Source: an optimization exercise on an open RTL-to-GDS flow (aim: small area and a short achievable clock period). Production flows keep margins and buffers that such runs may drop.

==> build 40: inputs <==
// ternary_sum_nine
module ternary_sum_nine #(
    parameter WIDTH = 32
) (
    input clk,
    input [WIDTH-1:0] i0,
    input [WIDTH-1:0] i1,
    input [WIDTH-1:0] i2,
    input [WIDTH-1:0] i3,
    input [WIDTH-1:0] i4,
    input [WIDTH-1:0] i5,
    input [WIDTH-1:0] i6,
    input [WIDTH-1:0] i7,
    input [WIDTH-1:0] i8,
    output [WIDTH+4-1:0] o
);
wire fs0, fc0;
wire hs0, hc0;
wire fs1, fc1;
wire fs2, fc2;
wire hs1, hc1;
wire fs3, fc3;
wire fs4, fc4;
wire fs5, fc5;
wire fs6, fc6;
wire fs7, fc7;
wire fs8, fc8;
wire fs9, fc9;
wire fs10, fc10;
wire fs11, fc11;
wire fs12, fc12;
wire fs13, fc13;
wire fs14, fc14;
wire fs15, fc15;
wire fs16, fc16;
wire fs17, fc17;
wire fs18, fc18;
wire fs19, fc19;
wire fs20, fc20;
wire fs21, fc21;
wire fs22, fc22;
wire fs23, fc23;
wire fs24, fc24;
wire fs25, fc25;
wire fs26, fc26;
wire fs27, fc27;
wire fs28, fc28;
wire fs29, fc29;
wire fs30, fc30;
wire fs31, fc31;
wire fs32, fc32;
wire fs33, fc33;
wire fs34, fc34;
wire fs35, fc35;
wire fs36, fc36;
wire fs37, fc37;
wire fs38, fc38;
wire fs39, fc39;
wire fs40, fc40;
wire fs41, fc41;
wire fs42, fc42;
wire fs43, fc43;
wire fs44, fc44;
wire fs45, fc45;
wire fs46, fc46;
wire fs47, fc47;
wire fs48, fc48;
wire fs49, fc49;
wire fs50, fc50;
wire fs51, fc51;
wire fs52, fc52;
wire fs53, fc53;
wire fs54, fc54;
wire fs55, fc55;
wire fs56, fc56;
wire fs57, fc57;
wire fs58, fc58;
wire fs59, fc59;
wire fs60, fc60;
wire fs61, fc61;
wire fs62, fc62;
wire fs63, fc63;
wire fs64, fc64;
wire fs65, fc65;
wire fs66, fc66;
wire fs67, fc67;
wire fs68, fc68;
wire fs69, fc69;
wire fs70, fc70;
wire fs71, fc71;
wire fs72, fc72;
wire fs73, fc73;
wire fs74, fc74;
wire fs75, fc75;
wire fs76, fc76;
wire fs77, fc77;
wire fs78, fc78;
wire fs79, fc79;
wire fs80, fc80;
wire fs81, fc81;
wire fs82, fc82;
wire fs83, fc83;
wire fs84, fc84;
wire fs85, fc85;
wire fs86, fc86;
wire fs87, fc87;
wire fs88, fc88;
wire fs89, fc89;
wire fs90, fc90;
wire fs91, fc91;
wire fs92, fc92;
wire fs93, fc93;
wire fs94, fc94;
wire hs2, hc2;
wire fs95, fc95;
wire fs96, fc96;
wire fs97, fc97;
wire fs98, fc98;
wire fs99, fc99;
wire fs100, fc100;
wire fs101, fc101;
wire fs102, fc102;
wire fs103, fc103;
wire fs104, fc104;
wire fs105, fc105;
wire fs106, fc106;
  ...
==> flow/config.mk <==
export PLATFORM = sky130hd
export DESIGN_NAME = ternary_sum_nine
export DESIGN_NICKNAME = ternary_sum_nine
export VERILOG_FILES = /design/flow/design.v
export SDC_FILE = /design/flow/constraint.sdc
export NUM_CORES = 4
export LEC_CHECK = 0
export ABC_CLOCK_PERIOD_IN_PS = 1800
export CAP_MARGIN = 20
export CORE_MARGIN = 2
export CORE_UTILIZATION = 60
export SLEW_MARGIN = 20
==> flow/constraint.sdc <==
create_clock -name core_clock -period 5.5 [get_ports {clk}]
set_input_delay 1.1000 -clock core_clock [delete_from_list [all_inputs] [get_ports {clk}]]
set_output_delay 1.1000 -clock core_clock [all_outputs]
set_load 0.01 [all_outputs]
standard.sh (not shown) runs the stock make flow with config.mk's settings and CLKGATE_MAP_FILE= SYNTH_SCRIPT=/design/flow/synth_recipe.tcl, a recipe that flattens the netlist after the stock synthesis.
==> flow/flow/run.sh <==
#!/bin/bash
set -e
export BUFFER_PORTS_ARGS="-buffer_cell sky130_fd_sc_hd__buf_1"
bash standard.sh > standard.log 2>&1
==> trial 80: changes against build 40 <==
- ABC_CLOCK_PERIOD_IN_PS: 1800 -> not set
- CORE_UTILIZATION: 60 -> 40
==> metrics.cfg <==
[outcome]
status=complete, no violations

[final_layout]
clock_area_frac=0.05498
syn_to_final_growth_pct=24.43

[pwr]
powerSeq_mw=1.65
p_leak_nw=4.492
intPower_mw=3.929
swShare=0.4058
p_comb_frac=0.575
powerClk_mw=1.16
p_comb_mw=3.80

[die]
die_w_um=153.2
start_util=0.4081

[global_routing]
grt_pass1_wl_um=28270
grt.total_usage=0.1524

[route]
first_iter_violations=97
dr_wl_met3_um=1233
via_count=5500

[placement]
placed_cells=1208
dp_hpwl_um=14710

That was trial 80.
==> metrics.cfg <==
[outcome]
status=complete, no violations

[final_layout]
clock_area_frac=0.05288
syn_to_final_growth_pct=22.73

[route]
dr_wl_met3_um=996

[placement]
dp_hpwl_um=15130
placed_cells=1112

[pwr]
p_comb_frac=0.584
p_comb_mw=3.88
powerClk_mw=1.10
swShare=0.4122
p_leak_nw=4.474

[die]
start_util=0.6128

[global_routing]
grt.total_usage=0.2371

That was build 40.
No run of this note included a check of the RTL's function; only the layout flow was run.

[separate check: timing with driven ports]
No port has a modelled driver above. Below, the same layouts with a new extraction and two added sets of constraints. Step 1 assumes that a clkbuf_16 drives the clock port and a buf_2 every other input. Step 2 adds t to the input delays and takes it off the output delays; t is the mean of the earliest and latest rising clock arrival at the registers after step 1. Input paths then give back, and output paths get back, about the clock's delay inside the block. a / b / c = no drivers / after step 1 / after step 2; a / b = the first two.
run | t (ns) | setup slack, ns | worst setup path at the end | worst data-port slew with drivers (ns)
build 40 | 0.451 | 2.073 / 2.073 / 2.073 | register to register | 0.05
trial 80 | 0.455 | 2.098 / 2.098 / 2.098 | register to register | 0.04
After both steps setup and hold are still met in every run listed.
